Background: an optimization exercise with open tools, aiming at small area and a short achievable clock period. Do not read the settings as production practice. Where RTL was checked, it was by simulation tests only, not by an equivalence proof against the original. Power and IR drop assume default switching activity.

==> flow/design.v (excerpt) <==
module bit_population_counter_top (
  input  logic         clk_i,
  input  logic         srst_i,
  input  logic [127:0] data_i,
  input  logic         data_val_i,
  output logic [6:0]   data_o,
  output logic         data_val_o
);
For scale: about 120 flip-flops, roughly 140 I/O pins, about 5000 um^2 of cells after synthesis.
==> flow/config.mk <==
export PLATFORM = sky130hd
export DESIGN_NAME = bit_population_counter_top
export DESIGN_NICKNAME = bit_population_counter_top
export VERILOG_FILES = /design/flow/design.v
export SDC_FILE = /design/flow/constraint.sdc
export NUM_CORES = 4
export LEC_CHECK = 0
export CAP_MARGIN = 20
export CORE_MARGIN = 2
export CORE_UTILIZATION = 40
export SLEW_MARGIN = 20
export SYNTH_ARGS = -noabc
export BUFFER_PORTS_ARGS = -buffer_cell sky130_fd_sc_hd__buf_1
export CTS_ARGS = -repair_clock_nets -dont_use_dummy_load -sink_clustering_enable -buf_list {sky130_fd_sc_hd__clkbuf_4 sky130_fd_sc_hd__clkbuf_16} -sink_clustering_size 40 -sink_clustering_max_diameter 200 -sink_clustering_levels 1
==> flow/constraint.sdc <==
create_clock -name core_clock -period 2.6 [get_ports {clk_i}]
set_input_delay 0.5200 -clock core_clock [delete_from_list [all_inputs] [get_ports {clk_i}]]
set_output_delay 0.5200 -clock core_clock [all_outputs]
set_load 0.01 [all_outputs]
standard.sh (not shown) runs the stock make flow with config.mk's settings and CLKGATE_MAP_FILE= SYNTH_SCRIPT=/design/flow/synth_recipe.tcl, a recipe that flattens the netlist after the stock synthesis.
==> flow/flow/run.sh <==
#!/bin/bash
# The standard layout (standard.sh) with three changes to its settings:
#  - Yosys's synth runs without its early "abc -fast" pass (SYNTH_ARGS=-noabc),
#    so extract_fa keeps the RTL's full adders in their true polarity instead
#    of adding inverters around them; the registers are the same;
#  - ports are buffered with plain buf_1 cells instead of delay buffers;
#  - CTS inserts no dummy loads and uses small clock buffers.
# make's output (every step's log is also kept under orfs/logs) goes to flow.log.
set -euo pipefail
cat >> config.mk <<'CFG'
export SYNTH_ARGS = -noabc
export BUFFER_PORTS_ARGS = -buffer_cell sky130_fd_sc_hd__buf_1
export CTS_ARGS = -repair_clock_nets -dont_use_dummy_load -sink_clustering_enable -buf_list {sky130_fd_sc_hd__clkbuf_4 sky130_fd_sc_hd__clkbuf_16} -sink_clustering_size 40 -sink_clustering_max_diameter 200 -sink_clustering_levels 1
CFG
bash standard.sh finish > flow.log 2>&1
Rerun with:
--- a/flow/flow/run.sh
+++ b/flow/flow/run.sh
@@ -12,3 +12,3 @@
 export BUFFER_PORTS_ARGS = -buffer_cell sky130_fd_sc_hd__buf_1
-export CTS_ARGS = -repair_clock_nets -dont_use_dummy_load -sink_clustering_enable -buf_list {sky130_fd_sc_hd__clkbuf_4 sky130_fd_sc_hd__clkbuf_16} -sink_clustering_size 40 -sink_clustering_max_diameter 200 -sink_clustering_levels 1
+export CTS_ARGS = -sink_clustering_enable -repair_clock_nets -buf_list {sky130_fd_sc_hd__clkbuf_4}
 CFG
- CTS_ARGS: -repair_clock_nets -dont_use_dummy_load -sink_clustering_enable -buf_list {sky130_fd_sc_hd__clkbuf_4 sky130_fd_sc_hd__clkbuf_16} -sink_clustering_size 40 -sink_clustering_max_diameter 200 -sink_clustering_levels 1 -> -sink_clustering_enable -repair_clock_nets -buf_list {sky130_fd_sc_hd__clkbuf_4}
The new run produced a clean layout.
Flip-flop and latch count is unchanged.
Global-route usage decreases by 0.16 points.
Die area is unchanged.
Combinational power is about the same.
Via count increases by 0.96%.
Core utilization is lower by 1.3 points.
Routed wire length fell by 1.7%.
Worst setup slack degrades by 12 ps.


Starting RTL as in the previous note.
Design bit_population_counter_top, start of the top module:
module bit_population_counter_top (
  input  logic         clk_i,
  input  logic         srst_i,
  input  logic [127:0] data_i,
  input  logic         data_val_i,
  output logic [6:0]   data_o,
  output logic         data_val_o
);
  wire s1 = data_i[0] ^ data_i[100] ^ data_i[101];
  wire c2 = (data_i[0] & data_i[100]) | (data_i[0] & data_i[101]) | (data_i[100] & data_i[101]);
  wire s3 = data_i[102] ^ data_i[103] ^ data_i[104];
  wire c4 = (data_i[102] & data_i[103]) | (data_i[102] & data_i[104]) | (data_i[103] & data_i[104]);
  wire s5 = data_i[105] ^ data_i[106] ^ data_i[107];
  wire c6 = (data_i[105] & data_i[106]) | (data_i[105] & data_i[107]) | (data_i[106] & data_i[107]);
  wire s7 = data_i[108] ^ data_i[109] ^ data_i[10];
  wire c8 = (data_i[108] & data_i[109]) | (data_i[108] & data_i[10]) | (data_i[109] & data_i[10]);
  wire s9 = data_i[110] ^ data_i[111] ^ data_i[112];
  wire c10 = (data_i[110] & data_i[111]) | (data_i[110] & data_i[112]) | (data_i[111] & data_i[112]);
  wire s11 = data_i[113] ^ data_i[114] ^ data_i[115];
  wire c12 = (data_i[113] & data_i[114]) | (data_i[113] & data_i[115]) | (data_i[114] & data_i[115]);
  wire s13 = data_i[116] ^ data_i[117] ^ data_i[118];
  wire c14 = (data_i[116] & data_i[117]) | (data_i[116] & data_i[118]) | (data_i[117] & data_i[118]);
  wire s15 = data_i[119] ^ data_i[11] ^ data_i[120];
  wire c16 = (data_i[119] & data_i[11]) | (data_i[119] & data_i[120]) | (data_i[11] & data_i[120]);
  ...
export LEC_CHECK = 0
export CAP_MARGIN = 20
export CORE_MARGIN = 2
export CORE_UTILIZATION = 40
export SLEW_MARGIN = 20
export SYNTH_ARGS = -noabc
export BUFFER_PORTS_ARGS = -buffer_cell sky130_fd_sc_hd__buf_1
export CTS_ARGS = -repair_clock_nets -dont_use_dummy_load -buf_list {sky130_fd_sc_hd__clkbuf_4}
create_clock -name core_clock -period 2.6 [get_ports {clk_i}]
==> flow/flow/run.sh <==
#!/bin/bash
# The standard layout (standard.sh) with three changes to its settings:
#  - Yosys's synth runs without its early "abc -fast" pass (SYNTH_ARGS=-noabc),
#    so extract_fa keeps the RTL's full adders in their true polarity instead
#    of adding inverters around them; the registers are the same;
#  - ports are buffered with plain buf_1 cells instead of delay buffers;
#  - CTS inserts no dummy loads and uses small clock buffers.
# make's output (every step's log is also kept under orfs/logs) goes to flow.log.
set -euo pipefail
cat >> config.mk <<'CFG'
export SYNTH_ARGS = -noabc
export BUFFER_PORTS_ARGS = -buffer_cell sky130_fd_sc_hd__buf_1
export CTS_ARGS = -repair_clock_nets -dont_use_dummy_load -buf_list {sky130_fd_sc_hd__clkbuf_4}
CFG
bash standard.sh finish > flow.log 2>&1
Then changed:
--- a/flow/flow/run.sh
+++ b/flow/flow/run.sh
@@ -11,5 +11,5 @@
 export SYNTH_ARGS = -noabc
 export BUFFER_PORTS_ARGS = -buffer_cell sky130_fd_sc_hd__buf_1
-export CTS_ARGS = -repair_clock_nets -dont_use_dummy_load -buf_list {sky130_fd_sc_hd__clkbuf_4}
+export CTS_ARGS = -sink_clustering_enable -repair_clock_nets -dont_use_dummy_load -buf_list {sky130_fd_sc_hd__clkbuf_4 sky130_fd_sc_hd__clkbuf_8}
 CFG
 bash standard.sh finish > flow.log 2>&1
- CORE_UTILIZATION: 40 -> 65
- CTS_ARGS: -repair_clock_nets -dont_use_dummy_load -buf_list {sky130_fd_sc_hd__clkbuf_4} -> -sink_clustering_enable -repair_clock_nets -dont_use_dummy_load -buf_list {sky130_fd_sc_hd__clkbuf_4 sky130_fd_sc_hd__clkbuf_8}
- PLACE_DENSITY: not set -> 0.8
After rerunning: Synthesized area does not change; wire length came out higher by 7.6%; maximum frequency shrinks by 0.32%; design area is higher by 0.34%; sequential cell count does not change; global-route usage is higher by 9.7 points; sequential power increases by about 1%; power came out higher by 8.1%; count of clock-buffer cells in the layout does not change; core utilization went up by 31 points.
Then changed:
- CORE_UTILIZATION: 65 -> 40
- PLACE_DENSITY: 0.8 -> not set
After rerunning: Worst hold slack is better by 0.0038 ns; worst setup slack is better by 0.0071 ns; fmax increases by 0.48%; count of clock-buffer cells in the layout does not change; total power went down by 1.8%; critical path depth is unchanged; register-to-register slack is about the same; cell count climbs by 13%.
Then changed:
--- a/flow/flow/run.sh
+++ b/flow/flow/run.sh
@@ -11,5 +11,5 @@
 export SYNTH_ARGS = -noabc
 export BUFFER_PORTS_ARGS = -buffer_cell sky130_fd_sc_hd__buf_1
-export CTS_ARGS = -sink_clustering_enable -repair_clock_nets -dont_use_dummy_load -buf_list {sky130_fd_sc_hd__clkbuf_4 sky130_fd_sc_hd__clkbuf_8}
+export CTS_ARGS = -repair_clock_nets -dont_use_dummy_load -sink_clustering_enable -buf_list {sky130_fd_sc_hd__clkbuf_4} -wire_unit 50
 CFG
 bash standard.sh finish > flow.log 2>&1
- CTS_ARGS: -sink_clustering_enable -repair_clock_nets -dont_use_dummy_load -buf_list {sky130_fd_sc_hd__clkbuf_4 sky130_fd_sc_hd__clkbuf_8} -> -repair_clock_nets -dont_use_dummy_load -sink_clustering_enable -buf_list {sky130_fd_sc_hd__clkbuf_4} -wire_unit 50
What happened:
- The new run completed with no timing, DRC or antenna violations
- critical path depth is unchanged
- sequential power is about the same
- synthesized cell count is unchanged
- worst hold slack got worse by 0.076 ns
- cell area goes down by 0.78%
- sequential share of layout area goes up by 0.32 points
- clock-buffer cell count came out higher by 8
- via count came out higher by 1.6%
- maximum frequency is about the same
- final cell count rises by 1.4%
- die area stays the same


Setup of 04-10:
bit_population_counter_top, a different RTL version from the one above (not shown whole).
Size: ~410 cells after synthesis, roughly 63 flip-flops, about 140 I/O pins, roughly 4600 um2 of cells after synthesis.
==> flow/config.mk <==
export PLATFORM = sky130hd
export DESIGN_NAME = bit_population_counter_top
export DESIGN_NICKNAME = bit_population_counter_top
export VERILOG_FILES = /design/flow/design.v
export SDC_FILE = /design/flow/constraint.sdc
export NUM_CORES = 4
export LEC_CHECK = 0
export CAP_MARGIN = 20
export CORE_MARGIN = 2
export CORE_UTILIZATION = 40
export SLEW_MARGIN = 20
==> flow/constraint.sdc <==
create_clock -name core_clock -period 2.6 [get_ports {clk_i}]
set_input_delay 0.5200 -clock core_clock [delete_from_list [all_inputs] [get_ports {clk_i}]]
set_output_delay 0.5200 -clock core_clock [all_outputs]
set_load 0.01 [all_outputs]
run.sh (not shown) runs the stock make flow with config.mk's settings and CLKGATE_MAP_FILE= SYNTH_SCRIPT=/design/flow/synth_recipe.tcl, a recipe that flattens the netlist after the stock synthesis.
Stock flow here: none of the scripts above is used.
The flow did not stop early for 04-10: all stages ran, and the layout cleared the timing, design-rule and antenna checks.
Inputs modified between 04-10 and 05-14:
Settings: BUFFER_PORTS_ARGS newly set to -buffer_cell sky130_fd_sc_hd__buf_2.
==> flow/flow/run.sh (new file) <==
#!/bin/bash
# The standard layout, with plain buffers (instead of the default delay
# buffers) on the ports. Each tool's output goes to flow.log.
set -euo pipefail
cat >> config.mk <<'CFG'
export BUFFER_PORTS_ARGS = -buffer_cell sky130_fd_sc_hd__buf_2
CFG
bash standard.sh finish > flow.log 2>&1
==> flow/standard.sh (new file) <==
#!/bin/bash
# synth_recipe.tcl (not shown) runs the flow's synth.tcl, then flattens the netlist and writes it again
# the make line also repeats each setting of config.mk as NAME=value (left out here)
make -C /OpenROAD-flow-scripts/flow DESIGN_CONFIG=/design/flow/config.mk WORK_HOME=/design/flow/orfs CLKGATE_MAP_FILE= SYNTH_SCRIPT=/design/flow/synth_recipe.tcl "${@:-finish}"
removed: flow/run.sh
Notes after the runs:
Diff 04-10 -> 05-14: length of routed met2 wiring decreased 7.8%; maximum number of pins on one net before global-route repair increased 1; flop-to-flop setup slack essentially unchanged; sum of routed wire segments on met1 decreased 10%; core utilization decreased 5.3 points. 05-14 improves on 04-10 in worst path setup slack after routing. Reported for 05-14 and 04-10, count of sequential standard cells turned out identical to the last digit. Routed wire in 05-14 totals less than in 04-10. 05-14: proportion of power drawn by flip-flops and latches lower than 04-10.
No run of this note included a check of the RTL's function; only the layout flow was run.


bit_population_counter_top with an RTL version that a note above also has.
For scale: about 260 cells after synthesis, roughly 120 flip-flops, ~140 I/O pins, ~5000 um^2 of cells after synthesis.
==> flow/design.v (excerpt) <==
module bit_population_counter_top (
  input  logic         clk_i,
  input  logic         srst_i,
  input  logic [127:0] data_i,
  input  logic         data_val_i,
  output logic [6:0]   data_o,
  output logic         data_val_o
);
Settings: LEC_CHECK=0, CAP_MARGIN=20, CORE_MARGIN=2, CORE_UTILIZATION=40, SLEW_MARGIN=20, SYNTH_ARGS=-noabc, BUFFER_PORTS_ARGS=-buffer_cell sky130_fd_sc_hd__buf_1, CTS_ARGS=-sink_clustering_enable -repair_clock_nets -dont_use_dummy_load -buf_list {sky130_fd_sc_hd__clkbuf_8} -sink_clustering_size 30 -sink_clustering_max_diameter 120; clock period 2.6 ns.
standard.sh (not shown) runs the stock make flow with config.mk's settings and CLKGATE_MAP_FILE= SYNTH_SCRIPT=/design/flow/synth_recipe.tcl, a recipe that flattens the netlist after the stock synthesis.
==> flow/flow/run.sh <==
#!/bin/bash
# The standard layout (standard.sh) with three changes to its settings:
#  - Yosys's synth runs without its early "abc -fast" pass (SYNTH_ARGS=-noabc),
#    so extract_fa keeps the RTL's full adders in their true polarity instead
#    of adding inverters around them; the registers are the same;
#  - ports are buffered with plain buf_1 cells instead of delay buffers;
#  - CTS inserts no dummy loads and uses small clock buffers.
# make's output (every step's log is also kept under orfs/logs) goes to flow.log.
set -euo pipefail
cat >> config.mk <<'CFG'
export SYNTH_ARGS = -noabc
export BUFFER_PORTS_ARGS = -buffer_cell sky130_fd_sc_hd__buf_1
export CTS_ARGS = -sink_clustering_enable -repair_clock_nets -dont_use_dummy_load -buf_list {sky130_fd_sc_hd__clkbuf_8} -sink_clustering_size 30 -sink_clustering_max_diameter 120
CFG
bash standard.sh finish > flow.log 2>&1
Then changed:
--- a/flow/flow/run.sh
+++ b/flow/flow/run.sh
@@ -12,3 +12,3 @@
 export BUFFER_PORTS_ARGS = -buffer_cell sky130_fd_sc_hd__buf_1
-export CTS_ARGS = -sink_clustering_enable -repair_clock_nets -dont_use_dummy_load -buf_list {sky130_fd_sc_hd__clkbuf_8} -sink_clustering_size 30 -sink_clustering_max_diameter 120
+export CTS_ARGS = -sink_clustering_enable -repair_clock_nets -dont_use_dummy_load -buf_list {sky130_fd_sc_hd__clkbuf_4}
 CFG
- CTS_ARGS: -sink_clustering_enable -repair_clock_nets -dont_use_dummy_load -buf_list {sky130_fd_sc_hd__clkbuf_8} -sink_clustering_size 30 -sink_clustering_max_diameter 120 -> -sink_clustering_enable -repair_clock_nets -dont_use_dummy_load -buf_list {sky130_fd_sc_hd__clkbuf_4}
- SETUP_SLACK_MARGIN: not set -> 1.25
What happened: The changed run completed with no timing, DRC or antenna violations; worst setup slack degrades by 0.037 ns; hold slack degrades by 0.066 ns; maximum frequency decreases by a few percent; global-route usage barely changes; power decreases slightly; wire length increases slightly; cell count does not change.
Then changed:
- SETUP_SLACK_MARGIN: 1.25 -> 1.4
Outcome:
- The changed run finished clean
- wire length climbs by 2.6%
- die area stays the same
- hold slack is better by 0.0090 ns
- worst setup slack improves by 0.020 ns
- design area goes up by 3.8%
- global-route usage came out higher by 0.32 points
- area after synthesis is unchanged
- cell count is unchanged
- first-iteration DRC count goes down by 19%
- via count rose by 0.58%
- sequential share of layout area decreases by 1.1 points
Then changed:
- SETUP_SLACK_MARGIN: 1.4 -> not set
Effect: Worst setup slack improves by 0.015 ns. Power goes down by 7.4%. Core utilization goes down by 4.2 points. Sequential power goes down by about 4%. Count of clock-buffer cells in the layout stays the same. Hold slack improves by 0.0072 ns. Clock power goes down by about 2%. Sequential cell count does not change.

-- afterwards: timing with drivers on the ports --
Ports are ideal in the flow. The routed layouts listed here were re-timed in OpenROAD.
Step 1, drivers: a clkbuf_16 drives clk_i and a buf_2 each remaining input, both assumed.
Step 2 times the ports against the registers' clock, not the clock port: input delays grow and output delays shrink by t, the midpoint of the rising clock arrivals with the driver on.
Three values: ideal ports, drivers, drivers and shift; two values: the first two.
| run | shift t [ns] | setup WS [ns] | hold slack, ns | worst setup path after step 2 | worst data-port slew with drivers (ns) |
|---|---|---|---|---|---|
| the first run of note 1 | 0.430 | 1.118 / 1.118 / 0.807 | 0.322 / 0.317 / 0.322 | input to register | 0.04 |
| the second run of note 1 | 0.516 | 1.106 / 1.104 / 0.813 | 0.241 / 0.231 / 0.337 | input to register | 0.04 |
| the first run of note 2 | 0.485 | 1.117 / 1.117 / 0.818 | 0.271 / 0.261 / 0.330 | input to register | 0.04 |
| the second run of note 2 | 0.431 | 1.112 / 1.112 / 0.790 | 0.317 / 0.314 / 0.327 | input to register | 0.05 |
| the third run of note 2 | 0.436 | 1.119 / 1.119 / 0.809 | 0.320 / 0.311 / 0.326 | input to register | 0.04 |
| the fourth run of note 2 | 0.516 | 1.116 / 1.109 / 0.818 | 0.244 / 0.235 / 0.330 | input to register | 0.04 |
| 04-10 | 0.354 | 0.133 / 0.098 / -0.129 | 0.325 / 0.325 / 0.325 | input to register | 0.05 |
| 05-14 | 0.355 | 0.141 / 0.105 / 0.152 | 0.324 / 0.324 / 0.324 | register to register | 0.04 |
| the first run of note 4 | 0.436 | 1.119 / 1.119 / 0.809 | 0.320 / 0.311 / 0.326 | input to register | 0.04 |
| the second run of note 4 | 0.485 | 1.083 / 1.083 / 0.833 | 0.255 / 0.245 / 0.329 | input to register | 0.04 |
| the third run of note 4 | 0.491 | 1.102 / 1.102 / 0.800 | 0.264 / 0.253 / 0.320 | input to register | 0.05 |
| the fourth run of note 4 | 0.485 | 1.117 / 1.117 / 0.818 | 0.271 / 0.261 / 0.330 | input to register | 0.04 |
With both steps, setup timing fails in 04-10, where it was met with ideal ports. For the second run of note 2, which loses most, drivers alone change the setup slack by 0.000 ns; drivers and shift together by -0.322 ns.
